This design comes from an exercise in tuning for small area on the open sky130 flow, not from production work.
The RTL was checked by simulation tests, not by an equivalence proof against the original design.
No activity file was given, so power comes from the tool's default toggle rates.

==> flow/design.v <==
module Alarm_Clock_EE271 (
	clk,
	pushBtn,
	switches,
	led,
	buzzer,
	ps,
	seg0, seg1,
	seg2, seg3,
	seg4, seg5,
	segDecimalPoint
);
input [9:0] switches;
input [1:0] pushBtn;
input clk;
output [9:0] led;
output reg buzzer;
output [3:0] ps;
output [7:0] seg0;
output [7:0] seg1;
output [7:0] seg2;
output [7:0] seg3;
output [6:0] seg4;
output [7:0] seg5;
output segDecimalPoint;
wire rst  = ~pushBtn[1];
wire setm = switches[9];
reg [1:0] currentState;
reg [3:0] dcnt;         
reg       button_state;
reg       switch_old;
reg [7:0] count;        
reg [4:0] hr;
reg [4:0] mn_t;  reg [3:0] mn_u;
reg [2:0] sc_t;  reg [3:0] sc_u;
reg [4:0] ah;
reg [4:0] am;
reg [4:0] th;
reg [4:0] tm;
reg [2:0] ts_t;  reg [3:0] ts_u;
reg [4:0] sw_t;  reg [3:0] sw_u;
reg ledFlag;
localparam [4:0] OFF = 5'b1_1010;
wire ah_off = ah[4] & ah[3] & ah[1];
wire th_off = th[4] & th[3] & th[1];
function [5:0] c24_digits;
	input [4:0] c;
	reg hi;
	begin
		hi = c[3] & (c[2] | c[1]);
		c24_digits = {hi, c[4], hi ? {2'b00, c[2], c[0]} : c[3:0]};
	end
endfunction
reg [4:0] dh;               
reg [4:0] dmc;              
reg [2:0] ds_t; reg [3:0] ds_u;
always @(*) begin
	case (currentState)
	2'd0: begin dh = hr; dmc = am; {ds_t, ds_u} = {sc_t, sc_u}; end
	2'd1: begin dh = ah; dmc = am; {ds_t, ds_u} = 7'd0; end
	2'd2: begin dh = th; dmc = tm; {ds_t, ds_u} = {ts_t, ts_u}; end
	default: begin dh = 5'd0; dmc = tm; {ds_t, ds_u} = {sw_t[2:0], sw_u}; end
	endcase
end
wire [5:0] dh_d  = c24_digits(dh);
wire [5:0] dmc_d = c24_digits(dmc);
wire [1:0] dh_t = dh_d[5:4];
wire [3:0] dh_u = dh_d[3:0];
wire [2:0] dm_t = (currentState == 2'd0) ? mn_t[2:0] : (currentState == 2'd3) ? 3'd0 : {1'b0, dmc_d[5:4]};
wire [3:0] dm_u = (currentState == 2'd0) ? mn_u : (currentState == 2'd3) ? 4'd0 : dmc_d[3:0];
wire mn_over = (mn_t[4:3] != 2'd0) || (mn_t[2:0] == 3'd7) || (mn_t[2:0] == 3'd6 && mn_u != 4'd0);
wire sw_over = (sw_t[4:3] != 2'd0) || (sw_t[2:0] == 3'd7) || (sw_t[2:0] == 3'd6 && sw_u != 4'd0);
wire dm_blank = (currentState == 2'd0) & mn_over;
wire ds_blank = (currentState == 2'd3) & sw_over;
wire tick  = count[7] & count[6] & count[2] & count[1] & count[0];    
wire c200  = count[7] & count[6] & count[3];
assign segDecimalPoint = (count > 8'd101);
wire press = switch_old & ~pushBtn[0];
wire selH  = ~switches[0] &  switches[1];
wire selM  =  switches[0] & ~switches[1];
function [3:0] u_inc;
	input [3:0] u;
	u_inc = {u[3] | (u[2] & u[1] & u[0]), u[2] ^ (u[1] & u[0]), u[1] ^ u[0], ~u[0]};
endfunction
function [3:0] u_dec;
	input [3:0] u;
	u_dec = {u[3] & u[0], (u[2] & (u[1] | u[0])) | (u[3] & ~u[0]),
	         (u[1] & u[0]) | (~u[1] & ~u[0] & (u[2] | u[3])), ~u[0]};
endfunction
function [4:0] c24_inc;
	input [4:0] c;
	if (c[3] & c[2] & c[0]) c24_inc = 5'd0;                                  
	else if (c[3] & ~c[1] & c[0]) c24_inc = c[4] ? 5'b0_1010 : 5'b1_0000;    
	else c24_inc = {c[4], u_inc(c[3:0])};
endfunction
function [4:0] c24_dec;
	input [4:0] c;
	if (~c[4] & c[3] & c[1] & ~c[0]) c24_dec = 5'b1_1001;                   
	else if (c[4] & (c[3:0] == 4'd0)) c24_dec = 5'b0_1001;                  
	else c24_dec = {c[4], c[3:0] - 4'd1};
endfunction
function [8:0] inc256;
	input [4:0] t; input [3:0] u;
	if (t[4] & t[3] & t[0] & u[2] & ~u[1] & u[0]) inc256 = 9'd0;
	else if (u[3] & u[0]) inc256 = {t + 5'd1, 4'd0};
	else inc256 = {t, u_inc(u)};
endfunction
wire [4:0] hr_inc = c24_inc(hr);
wire [8:0] mn_inc = inc256(mn_t, mn_u);
wire [8:0] sw_inc = inc256(sw_t, sw_u);
wire [3:0] sc_u_inc = u_inc(sc_u);
wire [3:0] ts_u_dec = u_dec(ts_u);
wire sc_u9 = sc_u[3] & sc_u[0];
wire sc_59 = sc_t[2] & sc_t[0] & sc_u9;
wire mn_59 = (mn_t == 5'd5) && mn_u[3] && mn_u[0];
wire mn_23 = (mn_t == 5'd2) && (mn_u[2:0] == 3'd3);
wire [4:0] dh_inc = (dh[4] & dh[3] & dh[1]) ? 5'd1 : c24_inc(dh);    
wire [4:0] dm_inc = c24_inc(dmc);
wire ts_0  = (ts_t == 3'd0) && (ts_u == 4'd0);
wire tm_0  = (tm == 5'd0);
always @(posedge clk) begin
	switch_old <= pushBtn[0];
	if (rst) begin
		hr <= 0;
		{mn_t, mn_u} <= 0;
		{sc_t, sc_u} <= 0;
		ah <= OFF;
		am <= 0;
		th <= OFF;
		tm <= 0;
		{ts_t, ts_u} <= {3'd0, 4'd2};
		{sw_t, sw_u} <= 0;
		count <= 0;
		buzzer <= 0;
	end else begin
		if (!setm) begin
			count <= c200 ? 8'd1 : count + 8'd1;
			if (tick) begin
				if (sc_59) begin
					{sc_t, sc_u} <= 0;
					if (mn_59) begin
						{mn_t, mn_u} <= 0;
						hr <= hr_inc;
					end else
						{mn_t, mn_u} <= mn_inc;
				end else if (sc_u9) begin
					sc_t <= sc_t + 3'd1;
					sc_u <= 4'd0;
				end else
					sc_u <= sc_u_inc;
				if (ts_0) begin
					if (!tm_0) begin
						{ts_t, ts_u} <= {3'd5, 4'd9};
						tm <= c24_dec(tm);
					end
				end else if (ts_u == 4'd0) begin
					ts_t <= ts_t - 3'd1;
					ts_u <= 4'd9;
				end else
					ts_u <= ts_u_dec;
				if (currentState == 2'd3 && switches[0])
					{sw_t, sw_u} <= sw_inc;
			end
			if (!tick) begin
				if (count > 8'd100 && !c200) begin
					if (ledFlag)
						buzzer <= 1;
				end else
					buzzer <= 0;
			end
		end else if (press) begin
			case (currentState)
			2'd0: begin
				if (selH) hr <= hr_inc;
				else if (selM) {mn_t, mn_u} <= mn_23 ? 9'd0 : mn_inc;
			end
			2'd1: begin
				if (selH)
					ah <= dh_inc;
				else if (selM) begin
					am <= dm_inc;
					if (ah_off) ah <= 5'd0;
				end
			end
			2'd2: begin
				if (selH)
					th <= dh_inc;
				else if (selM) begin
					tm <= dm_inc;
					if (th_off) th <= 5'd0;
				end
			end
			default: ;
			endcase
		end
	end
end
wire dcnt_hit = dcnt[3];
wire dcnt_run = button_state ? pushBtn[0] : ~pushBtn[0];
always @(posedge clk) begin
	if (rst) begin
		currentState <= 2'd0;
		dcnt <= 4'd0;
		button_state <= 1'b1;
	end else if (dcnt_hit) begin
		dcnt <= {3'd0, ~button_state & pushBtn[0]};
		button_state <= ~button_state;
		if (!button_state && !setm)
			currentState <= currentState + 2'd1;
	end else begin
		dcnt <= dcnt_run ? dcnt + 4'd1 : 4'd0;
	end
end
wire [5:0] am_d = c24_digits(am);
always @(posedge clk)
	ledFlag <= (hr == ah) && ({mn_t, mn_u} == {3'd0, am_d}) ||
	           tm_0 && ts_0 && !th_off;
assign led = {10{ledFlag}};
assign ps[1:0] = currentState;
assign ps[3] = (currentState == 2'd3) ? switches[0] : (setm & switches[0]);
assign ps[2] = (currentState == 2'd3) ? (switches[0] & switches[1]) : (setm & switches[1]);
function [6:0] digit;
	input [3:0] d;
	case (d)
	4'd0: digit = 7'b100_0000;
	4'd1: digit = 7'b111_1001;
	4'd2: digit = 7'b010_0100;
	4'd3: digit = 7'b011_0000;
	4'd4: digit = 7'b001_1001;
	4'd5: digit = 7'b001_0010;
	4'd6: digit = 7'b000_0010;
	4'd7: digit = 7'b111_1000;
	4'd8: digit = 7'b000_0000;
	4'd9: digit = 7'b001_0000;
	default: digit = 7'b111_1111;
	endcase
endfunction
function [6:0] tens;
	input [2:0] d;
	case (d)
	3'd0: tens = 7'b100_0000;
	3'd1: tens = 7'b111_1001;
	3'd2: tens = 7'b010_0100;
	3'd3: tens = 7'b011_0000;
	3'd4: tens = 7'b001_1001;
	3'd5: tens = 7'b001_0010;
	3'd6: tens = 7'b000_0010;
	default: tens = 7'b111_1111;
	endcase
endfunction
function [6:0] htens;
	input [1:0] d;
	case (d)
	2'd1: htens = 7'b111_1001;
	2'd2: htens = 7'b010_0100;
	default: htens = 7'b100_0000;
	endcase
endfunction
assign seg5 = {1'b1, htens(dh_t)};
assign seg4 = digit(dh_u);
assign seg3 = {1'b1, tens(dm_t | {3{dm_blank}})};
assign seg2 = {1'b1, digit(dm_u | {4{dm_blank}})};
assign seg1 = {1'b1, tens(ds_t | {3{ds_blank}})};
assign seg0 = {1'b1, digit(ds_u | {4{ds_blank}})};
endmodule
export LEC_CHECK = 0
export CAP_MARGIN = 20
export CORE_MARGIN = 2
export CORE_UTILIZATION = 40
export PLACE_DENSITY = 0.6
export SLEW_MARGIN = 20
create_clock -name core_clock -period 10.0 [get_ports {clk}]
standard.sh (not shown) runs the stock make flow with config.mk's settings and CLKGATE_MAP_FILE= SYNTH_SCRIPT=/design/flow/synth_recipe.tcl, a recipe that flattens the netlist after the stock synthesis.
==> flow/flow/run.sh <==
#!/bin/bash
# Own layout flow: the standard layout (standard.sh, all steps), with these
# changes that only affect how the combinational logic and buffers are built:
#  - synthesis maps logic with an area-oriented ABC script (flow/synth_area.tcl
#    wraps synth_recipe.tcl and only swaps the ABC script) and without the
#    half/full-adder extraction (ADDER_MAP_FILE empty);
#  - port buffers are buf_1 cells (BUFFER_PORTS_ARGS);
#  - clock tree of clkbuf_8 cells without dummy loads (CTS_ARGS).
# Registers, their names and cell types are those of the standard synthesis.
set -euo pipefail
work=$(pwd)

export MY_WORK="$work"
bash standard.sh \
  SYNTH_SCRIPT="$work/flow/synth_area.tcl" \
  ADDER_MAP_FILE= \
  "BUFFER_PORTS_ARGS=-buffer_cell sky130_fd_sc_hd__buf_1" \
  "CTS_ARGS=-sink_clustering_enable -repair_clock_nets -buf_list sky130_fd_sc_hd__clkbuf_8 -dont_use_dummy_load" \
  finish > "$work/flow_standard.log" 2>&1
==> flow/flow/abc_area11.script <==
strash
&get -n
&fraig -x
&put
scorr
dc2
dretime
strash
&get -n
&deepsyn -T 25 -S 11
&put
strash
&get -n
&dch -f
&nf -R 1000 -p -F 8 -A 4 -C 32
&put
topo
==> flow/flow/abc_area12.script <==
strash
&get -n
&fraig -x
&put
scorr
dc2
dretime
strash
&get -n
&deepsyn -T 25 -S 12
&put
strash
&get -n
&dch -f
&nf -R 1000 -p -F 8 -A 4 -C 32
&put
topo
==> flow/flow/abc_area13.script <==
strash
&get -n
&fraig -x
&put
scorr
dc2
dretime
strash
&get -n
&deepsyn -T 25 -S 13
&put
strash
&get -n
&dch -f
&nf -R 1000 -p -F 8 -A 4 -C 32
&put
topo
==> flow/flow/abc_area14.script <==
strash
&get -n
&fraig -x
&put
scorr
dc2
dretime
strash
&get -n
&deepsyn -T 25 -S 14
&put
strash
&get -n
&dch -f
&nf -R 1000 -p -F 8 -A 4 -C 32
&put
topo
==> flow/flow/abc_area15.script <==
strash
&get -n
&fraig -x
&put
scorr
dc2
dretime
strash
&get -n
&deepsyn -T 25 -S 20
&put
strash
&get -n
&dch -f
&nf -R 1000 -p -F 8 -A 4 -C 32 -E 50
&put
topo
Other scripts of this flow, unchanged in this note and not shown: flow/flow/abc_area1.script, flow/flow/abc_area10.script, flow/flow/abc_area2.script, flow/flow/abc_area3.script, flow/flow/abc_area4.script, flow/flow/abc_area5.script, flow/flow/abc_area6.script, flow/flow/abc_area7.script, flow/flow/abc_area8.script, flow/flow/abc_area9.script, flow/flow/synth_area.tcl
Then changed:
removed: flow/flow/abc_area11.script
removed: flow/flow/abc_area12.script
removed: flow/flow/abc_area13.script
removed: flow/flow/abc_area14.script
removed: flow/flow/abc_area15.script
- first-iteration DRC count stays the same
- worst hold slack does not change
- final area stays the same
- area after synthesis does not change
- combinational power hardly moves
- via count stays the same
- core utilization stays the same
- worst setup slack is unchanged
- sequential power barely changes

[static timing again, ports no longer ideal]
How much do the figures lean on ideal ports? The routed layouts below were timed once more, with nothing changed but the port constraints.
Step 1, drivers: a clkbuf_16 drives clk and a buf_2 each remaining input, both assumed.
Step 2, shift: input delay + t, output delay - t, t = (earliest + latest rising clock arrival at the registers) / 2. This alone moves slack from input paths to output paths.
Three values: no drivers, after step 1, after step 2; two values: the first two.
run	t, ns	slack for setup (ns)	hold WS [ns]
the first run	0.370	4.599 / 4.567 / 4.481	0.491 / 0.491 / 0.491
the second run	0.370	4.599 / 4.567 / 4.481	0.491 / 0.491 / 0.491
After both steps every run listed still meets setup and hold.
